From an optimization exercise on the open Yosys and OpenROAD flow, aimed at small area and a short achievable clock period; shortcuts taken in it are not production practice.
The RTL was checked by simulation tests, not by an equivalence proof against the original design.

## flow/design.v (module list and top-level ports; edited modules follow where they fit)
// module CTE: 1035 lines
// module CTE_fa: 5 lines
// module CTE_ha: 5 lines
module CTE ( clk, reset, op_mode, in_en, yuv_in, rgb_in, busy, out_valid, rgb_out, yuv_out);
  // ...
==> flow/flow/run.sh <==
#!/bin/bash
# Standard layout (the standard.sh: standard synthesis and ORFS flow), with the
# port buffers made from buf_2 instead of the default delay buffer.
set -euo pipefail
bash standard.sh "BUFFER_PORTS_ARGS=-buffer_cell sky130_fd_sc_hd__buf_2" finish > standard_flow.log 2>&1
==> flow/standard.sh <==
#!/bin/bash
# synth_recipe.tcl (not shown) runs the flow's synth.tcl, then flattens the netlist and writes it again
# the make line also repeats each setting of config.mk as NAME=value (left out here)
make -C /OpenROAD-flow-scripts/flow DESIGN_CONFIG=/design/flow/config.mk WORK_HOME=/design/flow/orfs CLKGATE_MAP_FILE= SYNTH_SCRIPT=/design/flow/synth_recipe.tcl "${@:-finish}"
==> flow/config.mk <==
export PLATFORM = sky130hd
export DESIGN_NAME = CTE
export DESIGN_NICKNAME = CTE
export VERILOG_FILES = /design/flow/design.v
export SDC_FILE = /design/flow/constraint.sdc
export NUM_CORES = 4
export LEC_CHECK = 0
export CAP_MARGIN = 20
export CORE_MARGIN = 2
export CORE_UTILIZATION = 65
export SLEW_MARGIN = 20
export SYNTH_HIERARCHICAL = 1
==> flow/constraint.sdc <==
create_clock -name core_clock -period 25.0 [get_ports {clk}]
set_input_delay 5.0000 -clock core_clock [delete_from_list [all_inputs] [get_ports {clk}]]
set_output_delay 5.0000 -clock core_clock [all_outputs]
set_load 0.01 [all_outputs]
==> flow_summary.toml, run 1 <==
[yosys]
synth.mux.area_fraction = 0.00260
synth-simple-area-share = 0.109
synth_top_area_frac = 0.336

[floorplanning]
row_count = 40
floorplan.initialDensity = 0.671
floorplan.io_pins = 70

[timing]
final_period_minus_worst_setup_slack_ns = 9.74
hold_viol_final = 0
clock.fmax_ghz = 0.103

[setup_path]
critPathLaunch = "np[7]$_DFFE_PP_"
worstPathMaxFanout = 8
worst-r2r-cell-count = 17
critical_path_cell_count = 12

[routing]
route.met3.wl_um = 881
post_drt_wl_per_cell_um = 19.4
m1WireLength_mm = 8.27
detail_route.first_pass.iterations = 5

[cts]
cts_root_buffer = "clkbuf_16"
worst_skew_pair.late_latency_ns = 0.30

[global_route]
grt_residual_overflow = 0
grt_most_used_layer = "met2"
maximum_number_of_pins_on_one_net_before_global_route_repair = 34

[finish]
largest_regs = "d (24), np (16), cnt (2)"
fin_area_um2 = 8590

[status]
run_status = "no timing/DRC/antenna violations"

[place]
post-dp-hpwl_mm = 16.7
dpl-instance-area_um2 = 8430
==> run 2: changes to the inputs <==
--- a/flow/config.mk
+++ b/flow/config.mk
@@ -8,5 +8,5 @@
 export CAP_MARGIN = 20
 export CORE_MARGIN = 2
-export CORE_UTILIZATION = 65
+export CORE_UTILIZATION = 40
 export SLEW_MARGIN = 20
 export SYNTH_HIERARCHICAL = 1
==> flow_summary.toml, run 2 <==
[status]
run_status = "no timing/DRC/antenna violations"

[cts]
numCtsBuffers = 5
clock_tree.htree_level_count = 2
cts.path.max_buffers = 2
number_of_setup_buffers_added_after_cts = 0
cts_root_buffer = "clkbuf_16"
worst_skew_pair.late_latency_ns = 0.30
ctsResizeCount = 0
clock_sinks = 44
clk_slew_on_worst_s_h_paths_ns = 0.07
tritoncts_clock_tree = "yes"
hold_buf_cts = 0

[yosys]
synth_top_area_frac = 0.336
synthTopCellsByArea = "fa_1, edfxtp_1, ha_1"
synth.mux.area_fraction = 0.00260
synth_top_family_by_area = "adder cells"
synth_area_per_cell_um2 = 10.0
ys_seq_elements = 44
synth_edf_count = 40
synth_ff_type = "edfxtp_1"
yosysMostFrequentCell = "fa_1"
yosys_warnings = 7
synth-seq-area-share = 0.159
ys_types = 57
synthesis.area_um2 = 8170
share_of_the_synthesized_area_in_compound_gates_ao_oa_aoi_oai = 0.150
post-synth-top-area-cell = "fa_1"
synthTopCellsByCount = "fa_1, ha_1, nand2_1"
synth-simple-area-share = 0.109
postSynthCellCount = 814
asyncSetResetFlopFracSynth = 0.0909
yosys.area_share.adder = 0.481
yosys.area_share.xor_xnor = 0.0386

[finish]
final_nets = 1103
top_register = "d"
number_of_flip_flops_under_the_largest_register_name = 24
largest_regs = "d (24), np (16), cnt (2)"
area_growth_syn_to_layout_pct = 6.44
fillCellCount = 1972
insertedDiodeCount = 0
layout_cells_sized_above_1 = 0.0985
mostFrequentLayoutCells = "fa_1, nand2_1, ha_1, buf_2, o21ai_0"
fin_cells = 1113
layout_commonest_cell = "fa_1"
finish.utilization = 0.432

[global_route]
grt_residual_overflow = 0
grt_antenna_before_repair = 0
first_pass_grt_wire_length_mm = 33.1
maximum_number_of_pins_on_one_net_before_global_route_repair = 35
gr-usage-all-layers = 0.196
number_of_global_route_vias_before_repair = 6151

[floorplanning]
die_width_um = 147
row_count = 52
floorplan.initialDensity = 0.406
floorplan.io_pins = 70
die_y_um = 147
design.die.area_um2 = 21600
core_area_um2 = 20100

[timing]
hold_ws_ns = 0.619
hold_viol_final = 0
grt_setup_unrepaired = "false"
layout_worst_path_cycle_share = 0.392
final.setup_skew_ns = 0.00820
finalSetupViolCount = 0
tightestPinTransition_ns = 0.940
finalSetupTns_ns = 0
final_period_minus_worst_setup_slack_ns = 9.80
maxSlewViolCount = 0
max_slew_margin = 0.373
clock.fmax_ghz = 0.102

[flow_run]
max-cap-violations = 0

[setup_path]
r2r-start = "cnt[0]$_DFFE_PP0P_"
worstPathMaxFanout = 8
r2r_setup_slack_ns = 17.40
timing.critical_path.from_type = "flip-flop"
stage_delay_of_the_slowest_cell_on_the_critical_path_ns = 0.76
critical_path_class = "reg -> out"
cp_cell_sequence = "fa_1 -> fa_1 -> fa_1 -> fa_1 -> ha_1 -> a21oi_1 -> o211ai_1 -> o21bai_1 -> a221oi_1 -> o21ai_0 -> xnor2_1 -> buf_2"
worst_path_most_repeated_cell = "fa_1"
worst-endpoint-required_ns = 20.00
worst_setup_path_end_kind = "output pin"
r2r_end = "np[15]$_DFFE_PP_"
slowest_stage = "edfxtp_1"
critPathLaunch = "np[7]$_DFFE_PP_"
cp.buffers_inverters = 1
cpLargestDelayFamily = "adder cells"
worst-r2r-cell-count = 17
arrival_ns = 4.80

[place]
globalplace.congestion = 0.901
post-dp-hpwl_mm = 16.7
placement.io_buffers = 69
dpl.cell_count = 1105

[routing]
drt_iter0_markers = 485
routed_via_density = 5.40
route.vias.total = 6012
wirelength_mm = 19.8
detail_route.first_pass.iterations = 5
post_drt_wl_per_cell_um = 17.8
ant_nets = 0
drc = 0

[worst_hold_path]
holdPathEnd = "valid_r$_DFFE_PP0P_"
worstHoldPathType = "reg -> reg"
min-delay-start = "valid_r$_DFFE_PP0P_"
holdPathStages = 2
==> run 2: changes by cell type in the layout (fill, tap and decap cells not counted), sizes merged <==
cell and delta:
bufinv -1, clkbuf +2, clkinv -1
==> run 2: Yosys stat by module, one instance, submodules excluded <==
module	copies in the design	cells	area, µm²	flops+latches
CTE	1	654	5190	44
CTE_fa	130	1	20.0	0
CTE_ha	30	1	12.5	0
==> run 2: metrics by stage <==
stage / area (µm²) / worst slack, ns
CTS: 8690 / 15.18
finish: 8690 / 15.20
global route: 8690 / 14.82
detailed placement: 8550 / 15.53
global placement: 8550 / 15.49
floorplan: 8190 / 16.05
==> run 2: area by class of cell <==
cell class                 instances  area [µm²]  area share
multi-input combinational        677        6400       0.736
sequential                        44        1300       0.150
timing repair buffer              70         353      0.0406
tap                              270         338      0.0389
inverter                          44         165      0.0190
clock buffer                       7         133      0.0153
clock inverter                     1        3.75    0.000432
==> run 2: worst register-to-register path, delay by kind of cell, from the launching register on <==
family,cells,cell delay [ns]
buffers and inverters,3,1.49
AND/OR/NAND/NOR,3,0.79
XOR/XNOR,1,0.16
AO/OA/AOI/OAI,4,0.99
adder cells (fa/ha/maj),6,2.94
flip-flops,1,0.96
==> run 2: per-layer routing <==
layer / share of wire / vias to the layer above / track usage / wire length (µm)
met5: 0 / - / 0 / 0
met2: 0.44 / 188 / 0.300 / 8750
met1: 0.48 / 2961 / 0.294 / 9510
met3: 0.058 / 24 / 0.0286 / 1140
li1: - / 2839 / - / -
met4: 0.022 / 0 / 0.0471 / 433
==> run 2: how the worst max path moves through the flow <==
| stage | endpoint | slack, ns | depth (start not counted) |
|---|---|---|---|
| floorplan | yuv_out[5] | 16.05 | 12 |
| global placement | np[14]$_DFFE_PP_ | 15.49 | 15 |
| detailed placement | yuv_out[4] | 15.53 | 10 |
| CTS | yuv_out[4] | 15.18 | 10 |
| global route | yuv_out[4] | 14.82 | 10 |
| finish | yuv_out[7] | 15.20 | 12 |
==> run 2: kinds of logic after synthesis <==
family                     count (synthesis)
AOI/OAI and AO/OA                        197
xor gates and xnor gates                  36
adders and majority gates                233
buffers and inverters                     99
DFF                                       44
muxes                                      2
other                                      1
and+or+nand+nor                          202

## static timing again, ports no longer ideal
No port has a modelled driver above. Below, the same layouts with a new extraction and two added sets of constraints. Step 1 (the two cells are an assumption about what drives the block):
set clk [get_ports {clk}]
set_driving_cell -lib_cell sky130_fd_sc_hd__clkbuf_16 $clk
set_driving_cell -lib_cell sky130_fd_sc_hd__buf_2 [delete_from_list [all_inputs] $clk]
Step 2, shift: input delay + t, output delay - t, t = (earliest + latest rising clock arrival at the registers) / 2. This alone moves slack from input paths to output paths. Three values: ideal, step 1, step 2; two values: the first two.
run	shift t [ns]	setup WS [ns]	worst data-port slew with drivers (ns)	pins driven straight from the clock port
run 1	0.331	15.256 / 15.218 / 15.511	0.05	1
run 2	0.328	15.200 / 15.163 / 15.467	0.04	1
After both steps setup and hold are still met in every run listed.
